This design comes from an exercise in tuning for small area, a short achievable clock period and few clock cycles on the open sky130 flow, not from production work. The RTL was checked by simulation tests, not by an equivalence proof against the original design.

run 1:
// matrix_cpu
module matrix_cpu (
    input  wire         clk,
    input  wire         reset,
    input  wire         start,
    output wire         done,
    output wire [3:0]   imem_addr,
    input  wire [26:0]  imem_data,
    output wire [6:0]   mem_rd1_addr,
    input  wire [255:0] mem_rd1_data,
    output wire [6:0]   mem_rd2_addr,
    input  wire [255:0] mem_rd2_data,
    output wire         mem_we,
    output wire [6:0]   mem_waddr,
    output wire [255:0] mem_wdata
);
export LEC_CHECK = 0
export CAP_MARGIN = 10
export CORE_MARGIN = 2
export CORE_UTILIZATION = 55
export CTS_CLUSTER_DIAMETER = 90
export CTS_CLUSTER_SIZE = 22
export SLEW_MARGIN = 10
create_clock -name core_clock -period 11.0 [get_ports {clk}]
standard.sh (not shown) runs the stock make flow with config.mk's settings and CLKGATE_MAP_FILE= SYNTH_SCRIPT=/design/flow/synth_recipe.tcl, a recipe that flattens the netlist after the stock synthesis.
==> flow/flow/run.sh <==
#!/bin/bash
set -euo pipefail
export SETUP_SLACK_MARGIN=6.0
export BUFFER_PORTS_ARGS="-buffer_cell sky130_fd_sc_hd__buf_2"
bash standard.sh > make.log 2>&1
Testbench counts of run 1, summed over its fixed seeds: cycles 12,545.
[inputs] run 2 vs run 1
# run 1
export LEC_CHECK = 0
export CAP_MARGIN = 10
export CORE_MARGIN = 2
export CORE_UTILIZATION = 55
export CTS_CLUSTER_DIAMETER = 90
export CTS_CLUSTER_SIZE = 22
export SLEW_MARGIN = 10
create_clock -name core_clock -period 11.0 [get_ports {clk}]
# run 2
export LEC_CHECK = 0
export CAP_MARGIN = 20
export CORE_MARGIN = 2
export CORE_UTILIZATION = 65
export SLEW_MARGIN = 20
create_clock -name core_clock -period 11.0 [get_ports {clk}]
Notes after the runs:
Run 2 against run 1: via count of the first global-routing pass +2546, share of final layout cell area taken by non-clock buffers dropped 0.53 points, sequential standard cell area essentially unchanged, routed wire length has decreased. Looking at total half-perimeter wirelength after legalization and detailed placement across both flows, run 2 is the stronger of the two, with run 1 trailing. Relative to run 1, signed area change from the synthesized netlist to the final layout increased by 1.3 points in run 2. What run 1 reported for total CTS buffers has to be multiplied by 1.8 to get the figure for run 2.
The following lists how run 3 was set up differently from run 2:
# run 2
export LEC_CHECK = 0
export CAP_MARGIN = 20
export CORE_MARGIN = 2
export CORE_UTILIZATION = 65
export SLEW_MARGIN = 20
create_clock -name core_clock -period 11.0 [get_ports {clk}]
# run 3
export LEC_CHECK = 0
export CAP_MARGIN = 10
export CORE_MARGIN = 2
export CORE_UTILIZATION = 55
export CTS_CLUSTER_DIAMETER = 90
export CTS_CLUSTER_SIZE = 22
export PLACE_DENSITY = 0.7
export SLEW_MARGIN = 10
create_clock -name core_clock -period 11.0 [get_ports {clk}]
==> flow/flow/run.sh <==
#!/bin/bash
set -euo pipefail
export SETUP_SLACK_MARGIN=6.2
export BUFFER_PORTS_ARGS="-buffer_cell sky130_fd_sc_hd__buf_1"
bash standard.sh > make.log 2>&1
--- outcome ---
Having completed the whole flow, run 2 delivered a layout that passed the timing, DRC and antenna checks.
Run 3: all stages done; final checks FAILED (max-slew violations).
Post-cts gate resize count: run 3 > run 2
Count of final max-slew check failures: run 3 vs run 2 up 59
The final critical-path required period of run 3 and that of run 2 are within noise of each other.
Against run 2, run 3 reports a global-route usage that is lower.
The beginning of the critical path comes out imem_data[22] in one run and imem_data[24] in the other, namely in run 3 and run 2 respectively.
Run 3 falls short of run 2 in wire length of the first global-routing pass.
On sequential cell area share, run 3 and run 2 are neck and neck.
Input changes introduced in run 4 (baseline for comparison: run 3):
# run 3
export LEC_CHECK = 0
export CAP_MARGIN = 10
export CORE_MARGIN = 2
export CORE_UTILIZATION = 55
export CTS_CLUSTER_DIAMETER = 90
export CTS_CLUSTER_SIZE = 22
export PLACE_DENSITY = 0.7
export SLEW_MARGIN = 10
create_clock -name core_clock -period 11.0 [get_ports {clk}]
# run 4
export LEC_CHECK = 0
export CAP_MARGIN = 20
export CORE_MARGIN = 2
export CORE_UTILIZATION = 55
export SLEW_MARGIN = 20
create_clock -name core_clock -period 11.0 [get_ports {clk}]
==> flow/flow/run.sh <==
#!/bin/bash
set -euo pipefail
export SETUP_SLACK_MARGIN=6.3
export BUFFER_PORTS_ARGS="-buffer_cell sky130_fd_sc_hd__buf_2"
bash standard.sh > make.log 2>&1
Findings:
Every run in run 4 and run 3 closed cleanly, with the single exception of run 3. Run 3: all stages done; final checks FAILED (max-slew violations). Run 4 vs. run 3: detailed-route wire length went up 2.8%; count of clock-net buffers in the final layout now sits higher. Between run 4 and run 3, the difference in hold slack is negligible. Setup slack on the worst flop-to-flop path: run 4 > run 3. Global-route usage: lower on run 3. Cell area | run 4 vs run 3 | run 4 larger. Diff run 3 -> run 4: setup slack moved up, detailed-routed wire length on met3 dropped about 3%.
Setup changes, run 4 to run 5
# run 4
export LEC_CHECK = 0
export CAP_MARGIN = 20
export CORE_MARGIN = 2
export CORE_UTILIZATION = 55
export SLEW_MARGIN = 20
create_clock -name core_clock -period 11.0 [get_ports {clk}]
# run 5
export LEC_CHECK = 0
export CAP_MARGIN = 10
export CORE_MARGIN = 2
export CORE_UTILIZATION = 55
export CTS_CLUSTER_DIAMETER = 90
export CTS_CLUSTER_SIZE = 22
export PLACE_DENSITY = 0.7
export SLEW_MARGIN = 10
create_clock -name core_clock -period 11.0 [get_ports {clk}]
==> flow/flow/run.sh <==
#!/bin/bash
set -euo pipefail
export SETUP_SLACK_MARGIN=6.0
export BUFFER_PORTS_ARGS="-buffer_cell sky130_fd_sc_hd__buf_1"
bash standard.sh > make.log 2>&1
### Flow results
- Re area after synthesis: no difference whatsoever between run 4 and run 5.
- Comparing the two runs side by side, run 5 comes out behind run 4 on worst hold slack.
- Of run 4 and run 5, run 5 shows the higher share of the clock period used by the worst path after layout, with run 4 below it.
- The sum of net half-perimeters after detailed placement in run 5 sits 5.2 mm below the value recorded for run 4.
- Row non-clock buffer instance count of the final layout: run 5 lower / run 4 higher
- The core of run 5 is less densely filled than that of run 4.
- Compared with run 4, in run 5 routed length on met1 shrank by 10 mm; final cell count without fillers shrank by 376.
### run 5 -> run 6
# run 5
export LEC_CHECK = 0
export CAP_MARGIN = 10
export CORE_MARGIN = 2
export CORE_UTILIZATION = 55
export CTS_CLUSTER_DIAMETER = 90
export CTS_CLUSTER_SIZE = 22
export PLACE_DENSITY = 0.7
export SLEW_MARGIN = 10
create_clock -name core_clock -period 11.0 [get_ports {clk}]
# run 6
export LEC_CHECK = 0
export CAP_MARGIN = 10
export CORE_MARGIN = 2
export CORE_UTILIZATION = 55
export CTS_CLUSTER_DIAMETER = 90
export CTS_CLUSTER_SIZE = 22
export SLEW_MARGIN = 10
create_clock -name core_clock -period 11.0 [get_ports {clk}]
==> flow/flow/run.sh <==
#!/bin/bash
set -euo pipefail
export SETUP_SLACK_MARGIN=6.4
export BUFFER_PORTS_ARGS="-buffer_cell sky130_fd_sc_hd__buf_1"
bash standard.sh > make.log 2>&1
==> notes.md <==
- Of run 6 and run 5, the run reporting the lower post-CTS setup buffer count was run 5.
- The initial antenna violation count in run 6 was higher than what run 5 gave.
- In run 6, the number of inserted diodes came out 12 above the value in run 5.
- Run 6 vs run 5: wire length of the first global-routing pass up in run 6

==> separate check: timing with driven ports <==
In the flow no input, the clock included, has a driving cell. The finished layouts below were timed again as built, in two steps.
Step 1 sets driving cells, clkbuf_16 on the clock port and buf_2 on the other inputs (assumed; they add their load-dependent delay and slew).
Step 2 times the ports against the registers' clock, not the clock port: input delays grow and output delays shrink by t, the midpoint of the rising clock arrivals with the driver on.
Slacks: ideal / step 1 / step 2; pairs: ideal / step 1.
run | t (ns) | slack for setup (ns) | hold slack, ns | clock arrival spread, ns | worst register clock-pin slew, ns
run 1 | 0.897 | 5.945 / 5.884 / 4.987 | 0.407 / 0.407 / 0.407 | 0.065 / 0.065 | 0.11 / 0.11
run 2 | 0.942 | 5.906 / 5.957 / 5.015 | 0.428 / 0.428 / 0.428 | 0.037 / 0.037 | 0.07 / 0.07
run 3 | 0.901 | 5.907 / 5.983 / 5.082 | 0.434 / 0.434 / 0.434 | 0.063 / 0.063 | 0.10 / 0.10
run 4 | 0.966 | 6.087 / 6.087 / 5.354 | 0.435 / 0.435 / 0.435 | 0.039 / 0.039 | 0.07 / 0.07
run 5 | 0.881 | 5.960 / 6.027 / 5.152 | 0.427 / 0.427 / 0.427 | 0.054 / 0.054 | 0.10 / 0.10
run 6 | 0.901 | 6.085 / 6.085 / 5.447 | 0.434 / 0.434 / 0.434 | 0.048 / 0.048 | 0.11 / 0.11
The setup slack of run 1, which loses most, moves by -0.061 ns with the drivers and by -0.958 ns with both steps.
